From an optimization exercise on the open Yosys and OpenROAD flow, aimed at a short achievable clock period and few clock cycles; shortcuts taken in it are not production practice.
Power is estimated from default activity; no workload was simulated.

Setup of the baseline:
Design MIPSProcessor, start of the top module:
module MIPSProcessor (
    input    wire               clk, rst,
    output   wire    [31:0]     imem_addr,
    input    wire    [31:0]     imem_rdata,
    output   wire    [31:0]     dmem_addr,
    output   wire    [31:0]     dmem_wdata,
    output   wire               dmem_we,
    input    wire    [31:0]     dmem_rdata
);
export LEC_CHECK = 0
export ABC_CLOCK_PERIOD_IN_PS = 3000
export CAP_MARGIN = 20
export CELL_PAD_IN_SITES_DETAIL_PLACEMENT = 1
export CELL_PAD_IN_SITES_GLOBAL_PLACEMENT = 1
export CORE_MARGIN = 2
export CORE_UTILIZATION = 50
export CTS_BUF_LIST = sky130_fd_sc_hd__clkbuf_16
export CTS_CLUSTER_DIAMETER = 100
export CTS_CLUSTER_SIZE = 25
export SETUP_SLACK_MARGIN = 5
export SLEW_MARGIN = 20
create_clock -name core_clock -period 12.0 [get_ports {clk}]
standard.sh (not shown) runs the stock make flow with config.mk's settings and CLKGATE_MAP_FILE= SYNTH_SCRIPT=/design/flow/synth_recipe.tcl, a recipe that flattens the netlist after the stock synthesis.
==> flow/flow/run.sh <==
#!/bin/bash
# The standard layout, with timing repair aiming past the 12 ns clock:
# repair_timing treats any path with less than SETUP_SLACK_MARGIN of slack
# as failing, so it keeps sizing and buffering the longest paths.
set -euo pipefail
bash standard.sh SETUP_SLACK_MARGIN=8.3 finish > standard_flow.log 2>&1
The baseline has completed all stages; timing, DRC and antenna checks passed.
> inputs changed (the baseline -> the candidate)
--- a/flow/design.v
+++ b/flow/design.v
@@ -1035,26 +1035,28 @@
 wire [MULW-1:0] mulRowsE;
 mul_stage1 U_mul1 (.a(MA), .b(MB), .rows(mulRowsE));
 reg  [MULW-1:0] mulRowsM;
 wire [31:0] mulP;
 mul_stage2 U_mul2 (.rows(mulRowsM), .p(mulP));
 assign dmem_addr  = addrM;
 assign dmem_wdata = sdM;
 assign dmem_we    = weM;
 assign resMnext = mulM ? mulP : ldM ? dmem_rdata : resM;
-wire [31:0] pcSlow = redirE ? tgtE : redirD ? tgtD : stallD ? pcF : pc4F;
-wire        useF   = (jF | bsF) & ~redirE & ~redirD & ~stallD;
-wire [31:0] tgtF   = jF ? {4'b0000, instF[25:0], 2'b00} : btF;
 always @(posedge clk) begin
     if (!rst) begin
         pcF <= 32'd0;
-    end else begin
-        pcF <= useF ? tgtF : pcSlow;
+    end else if (redirE) begin
+        pcF <= tgtE;
+    end else if (redirD) begin
+        pcF <= tgtD;
+    end else if (!stallD) begin
+        pcF <= jF  ? {4'b0000, instF[25:0], 2'b00} :
+               bsF ? btF : pc4F;
     end
 end
 always @(posedge clk or negedge rst) begin
     if (!rst) begin
         vD <= 1'b0;
     end else if (redirE | redirD) begin
         vD <= 1'b0;
     end else if (!stallD) begin
         vD <= ~(jF | bsF);
[summary]
Of the two values seen for startpoint of the worst setup timing path, imem_rdata[19] was produced by the candidate and imem_rdata[16] by the baseline. The baseline was routed with fewer vias than the candidate. The lower final area of the baseline and the candidate is in the baseline. Compared with the baseline, in the candidate register area about even, initial antenna violation count rose 5, met3 usage rose 0.44 points. The run showing the greater post-route worst hold slack is the candidate. The candidate vs the baseline on first-pass GRT wire length: the candidate is the higher one. Taking the baseline over the candidate, the layout buffer count excluding clock buffers ratio works out to 0.890. On clock latency at the later pin of the worst-skew pair, the baseline and the candidate are basically level. Summary of the comparison: post-synthesis to final-layout area growth is higher in the candidate, relative to the baseline. In terms of share of synthesized cell area in full adder, half adder and majority cells, the candidate and the baseline differ only marginally. When the candidate is set beside the baseline, its reported leakage power turns out to be 0.42% larger. Power of the combinational group (lower): the candidate.
No functional check of the RTL was part of any run of this note.


Another version of the RTL of MIPSProcessor (not shown whole).
Size in the first run: ~6600 cells after synthesis, ~1600 flip-flops, roughly 160 I/O pins, about 89000 um^2 of cells after synthesis.
export LEC_CHECK = 0
export ABC_CLOCK_PERIOD_IN_PS = 3000
export CAP_MARGIN = 20
export CELL_PAD_IN_SITES_DETAIL_PLACEMENT = 1
export CELL_PAD_IN_SITES_GLOBAL_PLACEMENT = 1
export CORE_MARGIN = 2
export CORE_UTILIZATION = 50
export CTS_BUF_LIST = sky130_fd_sc_hd__clkbuf_16
export CTS_CLUSTER_DIAMETER = 100
export CTS_CLUSTER_SIZE = 25
export SETUP_SLACK_MARGIN = 5
export SLEW_MARGIN = 20
create_clock -name core_clock -period 12.0 [get_ports {clk}]
Scripts as last shown in full above: flow/flow/run.sh
Change:
--- a/flow/design.v
+++ b/flow/design.v
@@ -982,17 +982,16 @@
 reg  [31:0] rf [0:31];
 reg  [31:0] rfv;
 wire        stallD, redirD, redirE;
 wire [31:0] instF = imem_rdata;
 wire        jF    = (instF[31:26] == OP_J);
 wire [31:0] pc4F  = pcF + 32'd4;
-wire [4:0]  btLo  = {1'b0, pc4F[5:2]} + {1'b0, instF[3:0]};
-wire [25:0] btHiP = pc4F[31:6] + 26'd1;
+wire [8:0]  btLo  = {1'b0, pc4F[9:2]} + {1'b0, instF[7:0]};
 wire        bsF   = (instF[31:26] == OP_BEQ) & (instF[25:21] == instF[20:16]) &
-                    (instF[15:4] == 12'd0);
-wire [31:0] btF   = {(btLo[4] ? btHiP : pc4F[31:6]), btLo[3:0], pc4F[1:0]};
+                    (instF[15:8] == 8'd0) & ~btLo[8];
+wire [31:0] btF   = {pc4F[31:10], btLo[7:0], pc4F[1:0]};
 assign imem_addr = pcF;
 wire [31:0] resMnext;
 wire [5:0]  opD  = irD[31:26];
 wire [5:0]  fnD  = irD[5:0];
 wire [4:0]  rsD  = irD[25:21];
 wire [4:0]  rtD  = irD[20:16];
@@ -1093,23 +1092,23 @@
     end
 end
 always @(posedge clk) begin
     dstE <= dstD;
     aluE <= aluD;
     opAE <= opA;
-    opBE <= useImm ? immD : opB;
+    opBE <= (bWE & ~useImm) ? resMnext : (useImm ? immD : rfB);
     sdE  <= opB;
     tgtE <= tgtD;
     fAME <= aME;
     fBME <= bME & ~useImm;
     fSME <= bME;
     fSXE <= hazE & rtHit & isSw;
 end
 always @(posedge clk) begin
-    mAE   <= opA & {32{mulD}};
-    mBE   <= opB & {32{mulD}};
+    mAE   <= (aWE & mulD) ? resMnext : (rfA & {32{mulD}});
+    mBE   <= (bWE & mulD) ? resMnext : (rfB & {32{mulD}});
     mfAME <= aME & mulD;
     mfBME <= bME & mulD;
 end
 always @(posedge clk or negedge rst) begin
     if (!rst) begin
         wenM <= 1'b0; ldM <= 1'b0; mulM <= 1'b0; weM <= 1'b0;
What happened:
- The new run finished with timing, DRC and antenna clean
- first-iteration DRC count goes up by 13%
- setup slack gets worse by 0.068 ns
- area after synthesis goes down by about 0.34%
- fmax goes down by about 1.6%
- final cell count stays flat
- power goes down by about 1.6%
- wire length goes up by 1.8%
Function was not checked in any run of this note: the RTL went through the layout flow alone.

## afterwards: timing with drivers on the ports
The flow's constraints put no driver on any port. The routed layouts listed below were extracted and timed again, unchanged, in two steps.
Step 1: set_driving_cell puts a clkbuf_16 on clk and a buf_2 on each other input, an assumption about the parent block.
Step 2 times the ports against the registers' clock, not the clock port: input delays grow and output delays shrink by t, the midpoint of the rising clock arrivals with the driver on.
Slacks: ideal / step 1 / step 2; pairs: ideal / step 1.
| run | shift t [ns] | setup slack, ns | worst hold slack (ns) | slew at the worst register clock pin (ns) | worst slew at a driven data input, ns |
|---|---|---|---|---|---|
| the baseline | 0.840 | 7.762 / 7.831 / 6.991 | 0.383 / 0.383 / 0.383 | 0.12 / 0.12 | 0.05 |
| the candidate | 0.875 | 7.846 / 7.925 / 7.050 | 0.391 / 0.391 / 0.391 | 0.11 / 0.11 | 0.11 |
| the first run of note 2 | 0.862 | 7.890 / 7.913 / 7.079 | 0.390 / 0.390 / 0.390 | 0.12 / 0.12 | 0.06 |
| the second run of note 2 | 0.861 | 7.823 / 7.823 / 7.093 | 0.383 / 0.383 / 0.383 | 0.12 / 0.12 | 0.09 |
After both steps every run listed still meets setup and hold. For the first run of note 2, which loses most, drivers alone change the setup slack by +0.023 ns; drivers and shift together by -0.811 ns.
